From an optimization exercise on the open Yosys and OpenROAD flow, aimed at small area; shortcuts taken in it are not production practice. Only simulation tests tie the RTL to the original design; equivalence was not proved.

==> inputs of v23 <==
==> flow/design.v (excerpt) <==
module fma_pipeline #(
    parameter FP = 32,
    parameter FPexp = 8,
    parameter FPfrac = 23
    )(
    input   wire                    clk,
    input   wire                    rst_n,
    input   wire                    valid_in,
    input   wire    [FP - 1 : 0]    A_in,
    input   wire    [FP - 1 : 0]    B_in,
    input   wire    [FP - 1 : 0]    C_in,
    output  wire                    valid_out,
    output  wire    [FP - 1 : 0]    F_out
    );
    wire [7:0]  eA = A_in[30:23];
    wire [7:0]  eB = B_in[30:23];
    wire [23:0] mA = {|eA, A_in[22:0]};
    wire [23:0] mB = {|eB, B_in[22:0]};
    wire bo_0 = mB[0] ^ 1'b0;
    wire bt_0 = mB[1] ? ~(mB[0] | 1'b0) : (mB[0] & 1'b0);
    wire bn_0 = mB[1];
    wire pp_0_0 = ~(((bo_0 & mA[0])) ^ bn_0);
    wire pp_0_1;
    fma_bpp u_bpp0_1 (.one(bo_0), .two(bt_0), .a(mA[1]), .a1(mA[0]), .neg(bn_0), .npp(pp_0_1));
    wire pp_0_2;
    fma_bpp u_bpp0_2 (.one(bo_0), .two(bt_0), .a(mA[2]), .a1(mA[1]), .neg(bn_0), .npp(pp_0_2));
    wire pp_0_3;
    fma_bpp u_bpp0_3 (.one(bo_0), .two(bt_0), .a(mA[3]), .a1(mA[2]), .neg(bn_0), .npp(pp_0_3));
    wire pp_0_4;
    fma_bpp u_bpp0_4 (.one(bo_0), .two(bt_0), .a(mA[4]), .a1(mA[3]), .neg(bn_0), .npp(pp_0_4));
    wire pp_0_5;
    fma_bpp u_bpp0_5 (.one(bo_0), .two(bt_0), .a(mA[5]), .a1(mA[4]), .neg(bn_0), .npp(pp_0_5));
    wire pp_0_6;
    fma_bpp u_bpp0_6 (.one(bo_0), .two(bt_0), .a(mA[6]), .a1(mA[5]), .neg(bn_0), .npp(pp_0_6));
    wire pp_0_7;
    fma_bpp u_bpp0_7 (.one(bo_0), .two(bt_0), .a(mA[7]), .a1(mA[6]), .neg(bn_0), .npp(pp_0_7));
    wire pp_0_8;
    fma_bpp u_bpp0_8 (.one(bo_0), .two(bt_0), .a(mA[8]), .a1(mA[7]), .neg(bn_0), .npp(pp_0_8));
    wire pp_0_9;
    fma_bpp u_bpp0_9 (.one(bo_0), .two(bt_0), .a(mA[9]), .a1(mA[8]), .neg(bn_0), .npp(pp_0_9));
    wire pp_0_10;
    fma_bpp u_bpp0_10 (.one(bo_0), .two(bt_0), .a(mA[10]), .a1(mA[9]), .neg(bn_0), .npp(pp_0_10));
    wire pp_0_11;
  ...
==> flow/config.mk <==
export PLATFORM = sky130hd
export DESIGN_NAME = fma_pipeline
export DESIGN_NICKNAME = fma_pipeline
export VERILOG_FILES = /design/flow/design.v
export SDC_FILE = /design/flow/constraint.sdc
export NUM_CORES = 4
export LEC_CHECK = 0
export CAP_MARGIN = 20
export CORE_MARGIN = 2
export CORE_UTILIZATION = 40
export SLEW_MARGIN = 20
export SYNTH_HIERARCHICAL = 1
==> flow/constraint.sdc <==
create_clock -name core_clock -period 10.5 [get_ports {clk}]
set_input_delay 2.1000 -clock core_clock [delete_from_list [all_inputs] [get_ports {clk}]]
set_output_delay 2.1000 -clock core_clock [all_outputs]
set_load 0.01 [all_outputs]
standard.sh (not shown) runs the stock make flow with config.mk's settings and CLKGATE_MAP_FILE= SYNTH_SCRIPT=/design/flow/synth_recipe.tcl, a recipe that flattens the netlist after the stock synthesis.
==> flow/flow/run.sh <==
#!/bin/bash
# Own layout flow: the standard flow, except that the final technology
# mapping in synthesis uses an area-oriented ABC script (area.abc) with a delay
# target. Everything else (synthesis passes, register names, floorplan, power
# grid, placement, CTS, routing) is the standard flow.
set -uo pipefail
HERE=$(pwd)
FLOWDIR=$HERE/flow
ABC_D=$(cat $FLOWDIR/abc_delay_ps)
sed -e "s/{D}/$ABC_D/g" $FLOWDIR/area.abc > $HERE/area_d.abc

# synthesis script: the standard flow's, with yosys' abc command wrapped to use our script
cat > $HERE/my_synth.tcl <<EOT
proc abc {args} {
  set out {}
  set i 0
  while {\$i < [llength \$args]} {
    set a [lindex \$args \$i]
    if {\$a eq "-script"} {
      incr i
      lappend out -script $HERE/area_d.abc
    } elseif {\$a eq "-D"} {
      incr i
      lappend out -D $ABC_D
    } else {
      lappend out \$a
    }
    incr i
  }
  if {[lsearch -exact \$out -D] < 0} { lappend out -D $ABC_D }
  yosys abc {*}\$out
}
source $HERE/synth_recipe.tcl
EOT

sed -e "s#SYNTH_SCRIPT=[^ ]*#SYNTH_SCRIPT=$HERE/my_synth.tcl#" standard.sh > $HERE/my_standard.sh
bash $HERE/my_standard.sh synth > $HERE/synth.log 2>&1 || { echo "synthesis failed"; tail -20 $HERE/synth.log; exit 1; }
bash standard.sh > $HERE/layout.log 2>&1 || { echo "layout failed"; tail -20 $HERE/layout.log; exit 1; }
==> flow/flow/abc_delay_ps <==
7000
==> flow/flow/area.abc <==
strash
dch
map -a
topo
dnsize -c -D {D}
==> v3 (differences from v23) <==
--- a/flow/design.v
+++ b/flow/design.v
@@ -1462,14 +1462,16 @@
     reg  [46:0] p1;
     reg         v2;
     reg         acc_s;
     reg  [9:0]  acc_e;
     reg  [46:0] acc_f;
-    wire [10:0] d_ab  = {e1[9], e1} - {acc_e[9], acc_e};
-    wire [10:0] d_acc = {acc_e[9], acc_e} - {e1[9], e1};
+    wire [10:0] d_ab   = {e1[9], e1} - {acc_e[9], acc_e};
     wire        ab_big = ~d_ab[10] & (|d_ab[9:0]);       
-    wire [9:0]  sh     = ab_big ? d_ab[9:0] : d_acc[9:0];
+    wire [5:0]  d_neg  = ~d_ab[5:0] + 6'd1;
+    wire [5:0]  sh     = ab_big ? d_ab[5:0] : d_neg;
+    wire        sh_big = ab_big ? (|d_ab[9:6])
+                                : (d_ab[10] & ~((&d_ab[9:6]) & (|d_ab[5:0])));    
     wire        s_big   = ab_big ? s1 : acc_s;
     wire [9:0]  e_big   = ab_big ? e1 : acc_e;
     wire [46:0] f_big   = ab_big ? p1 : acc_f;
     wire [46:0] f_small = ab_big ? acc_f : p1;
     wire        sub     = s1 ^ acc_s;
@@ -1478,11 +1480,11 @@
     wire [46:0] al2 = sh[1] ? {2'b0,  al1[46:2]}  : al1;
     wire [46:0] al3 = sh[2] ? {4'b0,  al2[46:4]}  : al2;
     wire [46:0] al4 = sh[3] ? {8'b0,  al3[46:8]}  : al3;
     wire [46:0] al5 = sh[4] ? {16'b0, al4[46:16]} : al4;
     wire [46:0] al6 = sh[5] ? {32'b0, al5[46:32]} : al5;
-    wire [46:0] f_al = (|sh[9:6]) ? 47'd0 : al6;
+    wire [46:0] f_al = sh_big ? 47'd0 : al6;
     wire [46:0] ab = f_al ^ {47{sub}};
     wire [46:0] lg = f_big & ab;
     wire [46:0] lp = f_big ^ ab;
     wire lc_g0 = lg[1] | (lp[1] & lg[0]);
     wire lc_p0 = lp[1] & lp[0];
--- a/flow/flow/run.sh
+++ b/flow/flow/run.sh
@@ -1,10 +1,12 @@
 #!/bin/bash
-# Own layout flow: the standard flow, except that the final technology
-# mapping in synthesis uses an area-oriented ABC script (area.abc) with a delay
-# target. Everything else (synthesis passes, register names, floorplan, power
-# grid, placement, CTS, routing) is the standard flow.
+# Own layout flow: the standard flow, except that
+#  - the final technology mapping in synthesis uses an area-oriented ABC script
+#    (area.abc) with a delay target, and
+#  - the port buffers that placement inserts are sky130_fd_sc_hd__buf_1.
+# Everything else (synthesis passes, register names, floorplan, power grid,
+# placement, CTS, routing) is the standard flow.
 set -uo pipefail
 HERE=$(pwd)
 FLOWDIR=$HERE/flow
 ABC_D=$(cat $FLOWDIR/abc_delay_ps)
 sed -e "s/{D}/$ABC_D/g" $FLOWDIR/area.abc > $HERE/area_d.abc
@@ -33,6 +35,7 @@
 source $HERE/synth_recipe.tcl
 EOT
 
 sed -e "s#SYNTH_SCRIPT=[^ ]*#SYNTH_SCRIPT=$HERE/my_synth.tcl#" standard.sh > $HERE/my_standard.sh
 bash $HERE/my_standard.sh synth > $HERE/synth.log 2>&1 || { echo "synthesis failed"; tail -20 $HERE/synth.log; exit 1; }
+export BUFFER_PORTS_ARGS="-buffer_cell sky130_fd_sc_hd__buf_1"
 bash standard.sh > $HERE/layout.log 2>&1 || { echo "layout failed"; tail -20 $HERE/layout.log; exit 1; }
==> flow/flow/area.abc (replaced) <==
strash
dc2
dch
map -D {D}
topo
buffer -c
upsize -c -D {D}
dnsize -c -D {D}
--- a/flow/config.mk
+++ b/flow/config.mk
@@ -6,7 +6,9 @@
 export NUM_CORES = 4
 export LEC_CHECK = 0
 export CAP_MARGIN = 20
 export CORE_MARGIN = 2
 export CORE_UTILIZATION = 40
+export CTS_CLUSTER_DIAMETER = 100
+export CTS_CLUSTER_SIZE = 28
 export SLEW_MARGIN = 20
 export SYNTH_HIERARCHICAL = 1
==> impl_metrics.yaml <==
run_status:
  status: "complete, but fails checks"
  so_faults: "negative setup slack"
logic_synthesis:
  ys_top_cells_by_count: "nand2_1, xor2_1, inv_1"
drt:
  drt-met1-wl_um: 43220
  first_pass_iters: 7
floorplanning:
  die_area_mm2: 0.06879
finish:
  post-route-cell-area_mm2: 0.03817
timing:
  setup_viol: 115
  setup_ws_ps: -1681
clock_network:
  cts_buffers: 11
worst_setup_path:
  critical-path-top-delay-family: "compound AO/OA/AOI/OAI gates"
The numbers above come from v3.

==> impl_metrics.yaml <==
place:
  preCtsSetupSlack_ps: 248.5
  portBuffers: 131
clock_network:
  cts_buffers: 22
floorplanning:
  taps: 873
  die_area_mm2: 0.06978
timing:
  rsz0062_at_grt: "no"
  setup_ws_ps: 758.4
  setup_viol: 0
drt:
  drt-met1-wl_um: 41140
  first_pass_iters: 6
run_status:
  status: "finished clean"
logic_synthesis:
  syn_inst: 3397
worst_setup_path:
  critical-path-top-delay-family: "adder cells"
The numbers above come from v23.

what the ideal ports hide:
The flow's constraints put no driver on any port. The routed layouts listed below were extracted and timed again, unchanged, in two steps.
Step 1 assumes that a clkbuf_16 drives the clock port and a buf_2 every other input.
Step 2 moves the port delays by t, midway between the first and last clock arrival at a register: inputs arrive t later, outputs are due t later. That takes back most of the time a late clock gives input paths.
Slacks: no drivers / after step 1 / after step 2; pairs: no drivers / after step 1.
run | t (ns) | setup WS [ns] | worst data-port slew with drivers (ns)
v23 | 0.582 | 0.758 / 0.792 / 0.210 | 0.07
v3 | 0.534 | -1.681 / -1.681 / -1.681 | 0.06
The setup slack of v23, which loses most, moves by +0.034 ns with the drivers and by -0.548 ns with both steps.
